Context: an optimization exercise on an open-source flow, tuned for small area. The choices shown serve that exercise and are no tape-out recipe.
At most, simulation tests tie the RTL to the original design; equivalence was not proved.

==> inputs of branch delta <==
Design vga_test, start of the top module:
module vga_test(
    input clk,
    input rst,
    input btn_right, btn_left, btn_up, btn_down,
    input btn_fire,
    input buzz_sw,
    output [3:0] vga_r, vga_g, vga_b,
    output hsync, vsync,
    output buzz
);
  function [15:0] addc;             
    input [15:0] a, b; input cin;
    integer i; reg c;
    begin
      c = cin;
      for (i = 0; i < 16; i = i + 1) begin
        addc[i] = a[i] ^ b[i] ^ c;
        c = (a[i] & b[i]) | (a[i] & c) | (b[i] & c);
      end
    end
  endfunction
  function [15:0] sub16; input [15:0] a, b; sub16 = addc(a, ~b, 1'b1); endfunction
  function [15:0] inc16; input [15:0] a; inc16 = addc(a, 16'd0, 1'b1); endfunction
  function [15:0] dec16; input [15:0] a; dec16 = addc(a, 16'hffff, 1'b0); endfunction
  function ge16;                    
    input [15:0] a, b;
    integer i; reg c;
    begin
      c = 1'b1;
      for (i = 0; i < 16; i = i + 1) c = (a[i] & ~b[i]) | (a[i] & c) | (~b[i] & c);
      ge16 = c;
    end
  endfunction
  function [8:0] updn9;             
    input [8:0] a; input up;
    integer i; reg c;
    begin
      c = 1'b1;
      for (i = 0; i < 9; i = i + 1) begin
        updn9[i] = a[i] ^ c;
        c = c & ~(a[i] ^ up);
      end
    end
  endfunction
  function [8:0] inc9; input [8:0] a; reg [15:0] t; begin t = inc16({7'd0, a}); inc9 = t[8:0]; end endfunction
  function [2:0] rom_user;
    input [4:0] r;
    input [4:0] c;
    begin
      case ({r, c})
        10'd133: rom_user = 3'd7;
  ...
clock: 12.5 ns
lec_check: 0
abc_area: 1
cap_margin: 20
core_margin: 2
core_utilization: 65
cts_buf_list: sky130_fd_sc_hd__clkbuf_8
cts_cluster_diameter: 120
cts_cluster_size: 12
gpl_timing_driven: 0
place_density: 0.75
slew_margin: 20
synth_memory_max_bits: 32768
run.sh (not shown) runs the stock make flow with config.mk's settings and CLKGATE_MAP_FILE= SYNTH_SCRIPT=/design/flow/synth_recipe.tcl, a recipe that flattens the netlist after the stock synthesis.
==> inputs of branch yarrow, as changes to branch delta <==
--- a/flow/design.v
+++ b/flow/design.v
@@ -711,36 +711,37 @@
       if (btn_up && py != 9'd0) py <= py_dec[8:0];
       else if (btn_down && !((py & 9'd448) == 9'd448)) py <= py_inc[8:0];
     end
   end
   reg [1:0] st;
   reg started, rall;
-  reg [15:0] kc;                   
+  reg [7:0] fy;                    
+  reg [9:0] kc;                    
   reg [8:0] mc;                    
   reg sp_alive;
   reg [3:0] hp;
   reg [3:0] fa;
   reg [7:0] ma;
   wire enemy_rst = rst | rall;
   wire ftick = kc[9];
   wire mtick = (mc & 9'd500) == 9'd500;
-  wire [15:0] kc_inc = inc16(kc);
+  wire [15:0] kc_inc = inc16({6'd0, kc});
   wire [15:0] mc_inc = inc16({7'd0, mc});
   always @(posedge clk) begin
     if (rst) begin
       st <= S_INIT; started <= 1'b0; rall <= 1'b0;
     end else case (st)
       S_INIT: begin st <= S_NORMAL; started <= 1'b0; rall <= 1'b0; end
       S_NORMAL: if (fa == 4'd0 && ma == 8'd0) st <= S_BOSS;
       S_BOSS: if (!started) started <= 1'b1; else if (!sp_alive) st <= S_CLEAR;
-      S_CLEAR: if ((kc & 16'd50000) == 16'd50000) begin st <= S_INIT; rall <= 1'b1; end
+      S_CLEAR: if ((fy[5:0] & 6'd48) == 6'd48   && (kc & 10'd848) == 10'd848) begin st <= S_INIT; rall <= 1'b1; end
     endcase
   end
   always @(posedge clk) begin
-    if (rst || st == S_BOSS || (st == S_INIT && rall) || (st != S_CLEAR && ftick)) kc <= 16'd0;
-    else kc <= kc_inc;
+    if (rst || st == S_BOSS || (st == S_INIT && rall) || (st != S_CLEAR && ftick)) kc <= 10'd0;
+    else kc <= kc_inc[9:0];
     if (enemy_rst || st == S_CLEAR || (st == S_BOSS && !sp_alive) || mtick) mc <= 9'd0;
     else mc <= mc_inc[8:0];
   end
   reg [7:0] act;
   reg [9:0] bs [0:7];              
   reg [8:0] by [0:7];
@@ -766,13 +767,12 @@
       end else if (tk33 && !by_zero)
         by[j] <= by_dec[8:0];
     end
   end endgenerate
   always @(posedge clk)
     if (rst) prev_fire <= 1'b0; else prev_fire <= btn_fire;
-  reg [7:0] fy;                    
   wire [15:0] fy_inc = inc16({8'd0, fy});
   wire [3:0] fcol [0:7];
   wire [15:0] fy16 = addc({8'd0, fy}, 16'd16, 1'b0);
   wire [7:0] fyin;
   wire [7:0] fly_bhit;
   wire [3:0] fly_kill_m [0:7];
@@ -786,12 +786,16 @@
   end endgenerate
   wire [3:0] fly_kill = fly_kill_m[0] | fly_kill_m[1] | fly_kill_m[2] | fly_kill_m[3] |
                         fly_kill_m[4] | fly_kill_m[5] | fly_kill_m[6] | fly_kill_m[7];
   always @(posedge clk) begin
     if (enemy_rst) begin
       fy <= 8'd0; fa <= 4'b1111;
+    end else if (st == S_BOSS) begin
+      fy <= 8'd0;                  
+    end else if (st == S_CLEAR) begin
+      if (kc == 10'd1023) fy <= fy_inc[7:0];    
     end else if (ftick) begin
       fy <= ((fy & 8'd224) == 8'd224) ? 8'd0 : fy_inc[7:0];
       fa <= fa & ~fly_kill;
     end
   end
   reg [8:0] mq [0:7];              
Settings changed: CORE_UTILIZATION 65 to 55, PLACE_DENSITY 0.75 to 0.65.
==> inputs of branch harbor, as changes to branch delta <==
--- a/flow/design.v
+++ b/flow/design.v
@@ -711,36 +711,37 @@
       if (btn_up && py != 9'd0) py <= py_dec[8:0];
       else if (btn_down && !((py & 9'd448) == 9'd448)) py <= py_inc[8:0];
     end
   end
   reg [1:0] st;
   reg started, rall;
-  reg [15:0] kc;                   
+  reg [7:0] fy;                    
+  reg [9:0] kc;                    
   reg [8:0] mc;                    
   reg sp_alive;
   reg [3:0] hp;
   reg [3:0] fa;
   reg [7:0] ma;
   wire enemy_rst = rst | rall;
   wire ftick = kc[9];
   wire mtick = (mc & 9'd500) == 9'd500;
-  wire [15:0] kc_inc = inc16(kc);
+  wire [15:0] kc_inc = inc16({6'd0, kc});
   wire [15:0] mc_inc = inc16({7'd0, mc});
   always @(posedge clk) begin
     if (rst) begin
       st <= S_INIT; started <= 1'b0; rall <= 1'b0;
     end else case (st)
       S_INIT: begin st <= S_NORMAL; started <= 1'b0; rall <= 1'b0; end
       S_NORMAL: if (fa == 4'd0 && ma == 8'd0) st <= S_BOSS;
       S_BOSS: if (!started) started <= 1'b1; else if (!sp_alive) st <= S_CLEAR;
-      S_CLEAR: if ((kc & 16'd50000) == 16'd50000) begin st <= S_INIT; rall <= 1'b1; end
+      S_CLEAR: if ((fy[5:0] & 6'd48) == 6'd48   && (kc & 10'd848) == 10'd848) begin st <= S_INIT; rall <= 1'b1; end
     endcase
   end
   always @(posedge clk) begin
-    if (rst || st == S_BOSS || (st == S_INIT && rall) || (st != S_CLEAR && ftick)) kc <= 16'd0;
-    else kc <= kc_inc;
+    if (rst || st == S_BOSS || (st == S_INIT && rall) || (st != S_CLEAR && ftick)) kc <= 10'd0;
+    else kc <= kc_inc[9:0];
     if (enemy_rst || st == S_CLEAR || (st == S_BOSS && !sp_alive) || mtick) mc <= 9'd0;
     else mc <= mc_inc[8:0];
   end
   reg [7:0] act;
   reg [9:0] bs [0:7];              
   reg [8:0] by [0:7];
@@ -760,19 +761,18 @@
       else if (hit[j]) act[j] <= 1'b0;
       else if (fire_j[j]) act[j] <= 1'b1;
       else if (tk33 && act[j] && by_zero) act[j] <= 1'b0;
       if (!act[j]) begin
         bs[j] <= px20[9:0];
         by[j] <= py;
-      end else if (tk33 && !by_zero)
+      end else if (tk33)           
         by[j] <= by_dec[8:0];
     end
   end endgenerate
   always @(posedge clk)
     if (rst) prev_fire <= 1'b0; else prev_fire <= btn_fire;
-  reg [7:0] fy;                    
   wire [15:0] fy_inc = inc16({8'd0, fy});
   wire [3:0] fcol [0:7];
   wire [15:0] fy16 = addc({8'd0, fy}, 16'd16, 1'b0);
   wire [7:0] fyin;
   wire [7:0] fly_bhit;
   wire [3:0] fly_kill_m [0:7];
@@ -786,12 +786,16 @@
   end endgenerate
   wire [3:0] fly_kill = fly_kill_m[0] | fly_kill_m[1] | fly_kill_m[2] | fly_kill_m[3] |
                         fly_kill_m[4] | fly_kill_m[5] | fly_kill_m[6] | fly_kill_m[7];
   always @(posedge clk) begin
     if (enemy_rst) begin
       fy <= 8'd0; fa <= 4'b1111;
+    end else if (st == S_BOSS) begin
+      fy <= 8'd0;                  
+    end else if (st == S_CLEAR) begin
+      if (kc == 10'd1023) fy <= fy_inc[7:0];    
     end else if (ftick) begin
       fy <= ((fy & 8'd224) == 8'd224) ? 8'd0 : fy_inc[7:0];
       fa <= fa & ~fly_kill;
     end
   end
   reg [8:0] mq [0:7];              
@@ -974,43 +978,42 @@
   wire [15:0] uy = sub16({6'd0, y}, {7'd0, py});
   wire [2:0] ucol = (ux[9:5] == 5'd0 && uy[9:5] == 5'd0) ? rom_user(uy[4:0], ux[4:0]) : 3'd0;
   wire [7:0] bv;
   generate for (j = 0; j < 8; j = j + 1) begin : bd
     wire [15:0] dx = sub16({6'd0, bs[j]}, {6'd0, x});
     wire [15:0] dy = sub16({6'd0, y}, {7'd0, by[j]});
-    assign bv[j] = act[j] & (dx[9:3] == 7'd0) & (dx[2:0] >= 3'd3) & (dx[2:0] <= 3'd6) & (dy[9:3] == 7'd0);
+    assign bv[j] = act[j] & (dx[9:3] == 7'd0) & (dx[2] ^ (dx[1] & dx[0])) & (dy[9:3] == 7'd0);
   end endgenerate
   wire bval = (bv != 8'd0);
   wire [15:0] sx = sub16({7'd0, x[9:1]}, {7'd0, mq[0]});
   wire [2:0] scol = (sp_alive && y[9:6] == 4'd0 && sx[8:5] == 4'd0) ? rom_spider(y[5:0], {sx[4:0], x[0]}) : 3'd0;
   wire [15:0] qy = sub16({6'd0, y}, 16'd100);
   wire [95:0] qrow = (qy[9:5] == 5'd0) ? row_mosq(qy[4:0]) : 96'd0;
-  wire [2:0] qpair [0:15];
-  generate for (j = 0; j < 16; j = j + 1) begin : qp
-    assign qpair[j] = x[0] ? qrow[6*j+5:6*j+3] : qrow[6*j+2:6*j];
-  end endgenerate
-  wire [15:0] qnz;
+  wire [15:0] qnz;                 
   generate for (j = 0; j < 16; j = j + 1) begin : qn
-    assign qnz[j] = (qpair[j] != 3'd0);
+    assign qnz[j] = x[0] ? (qrow[6*j+5:6*j+3] != 3'd0) : (qrow[6*j+2:6*j] != 3'd0);
   end endgenerate
   wire [7:0] qc;
   wire [3:0] qlx [0:7];
   generate for (i = 0; i < 8; i = i + 1) begin : qd
     wire [15:0] dx = sub16({7'd0, x[9:1]}, {7'd0, mq[i]});
     assign qlx[i] = dx[3:0];
     assign qc[i] = ma[i] & (dx[8:4] == 5'd0) & qnz[dx[3:0]];
   end endgenerate
   wire [3:0] qwin = qc[0] ? qlx[0] : qc[1] ? qlx[1] : qc[2] ? qlx[2] : qc[3] ? qlx[3] :
                     qc[4] ? qlx[4] : qc[5] ? qlx[5] : qc[6] ? qlx[6] : qlx[7];
-  wire [2:0] mcol = (qc != 8'd0) ? qpair[qwin] : 3'd0;
+  wire [4:0] qcx = {qwin, x[0]};
+  wire [2:0] mcol = (qc != 8'd0) ? qrow[qcx*3 +: 3] : 3'd0;
   wire [15:0] fdy = sub16({6'd0, y}, {7'd0, fy, 1'b0});
   wire [3:0] fin;
   generate for (i = 0; i < 4; i = i + 1) begin : fd
     assign fin[i] = fa[i] & ge16({6'd0, x}, 200 + 50*i) & ~ge16({6'd0, x}, 232 + 50*i);
   end endgenerate
-  wire [4:0] flx = fin[0] ? x[4:0] - 5'd8 : fin[1] ? x[4:0] - 5'd26 : fin[2] ? x[4:0] - 5'd12 : x[4:0] - 5'd30;
+  wire [4:0] foff = fin[0] ? 5'd24 : fin[1] ? 5'd6 : fin[2] ? 5'd20 : 5'd2;    
+  wire [15:0] flx16 = addc({11'd0, x[4:0]}, {11'd0, foff}, 1'b0);
+  wire [4:0] flx = flx16[4:0];
   wire [2:0] fcolr = (fin != 4'd0 && fdy[9:5] == 5'd0) ? rom_fly(fdy[4:0], flx) : 3'd0;
   wire [2:0] rgb = (ucol != 0) ? ucol : bval ? 3'd7 : (scol != 0) ? scol : (mcol != 0) ? mcol :
                    (fcolr != 0) ? fcolr : star_on ? 3'd7 : 3'd0;
   assign vga_r = {4{video_on & rgb[2]}};
   assign vga_g = {4{video_on & rgb[1]}};
   assign vga_b = {4{video_on & rgb[0]}};
Settings changed: CORE_UTILIZATION 65 to 55, CTS_CLUSTER_DIAMETER 120 to 100, CTS_CLUSTER_SIZE 12 to 14, PLACE_DENSITY 0.75 to 0.65.
==> run summary <==
Branch yarrow produced a clean layout. Branch harbor finished clean. Branch delta completed with no timing, DRC or antenna violations. Maximum frequency: branch delta is smaller than branch yarrow (about 0.6%). Sequential share of layout area, highest first: branch harbor, branch yarrow, branch delta. Count of clock-buffer cells in the layout, lowest first: branch harbor, branch delta, branch yarrow. Clock skew: branch harbor < branch yarrow < branch delta.
Function not checked in branch delta: the RTL went through the layout flow alone.

## afterwards: timing with drivers on the ports
In the flow no input, the clock included, has a driving cell. The finished layouts below were timed again as built, in two steps. Step 1 sets driving cells, clkbuf_16 on the clock port and buf_2 on the other inputs (assumed; they add their load-dependent delay and slew). Step 2, shift: input delay + t, output delay - t, t = (earliest + latest rising clock arrival at the registers) / 2. This alone moves slack from input paths to output paths. a / b / c = no drivers / after step 1 / after step 2; a / b = the first two.
| run | t (ns) | setup WS [ns] | pins driven straight from the clock port |
|---|---|---|---|
| branch delta | 0.799 | 1.153 / 1.088 / 1.887 | 1 |
| branch yarrow | 0.829 | 1.218 / 1.149 / 1.978 | 1 |
| branch harbor | 0.842 | 0.846 / 0.777 / 1.619 | 1 |
After both steps every run listed still meets setup and hold.
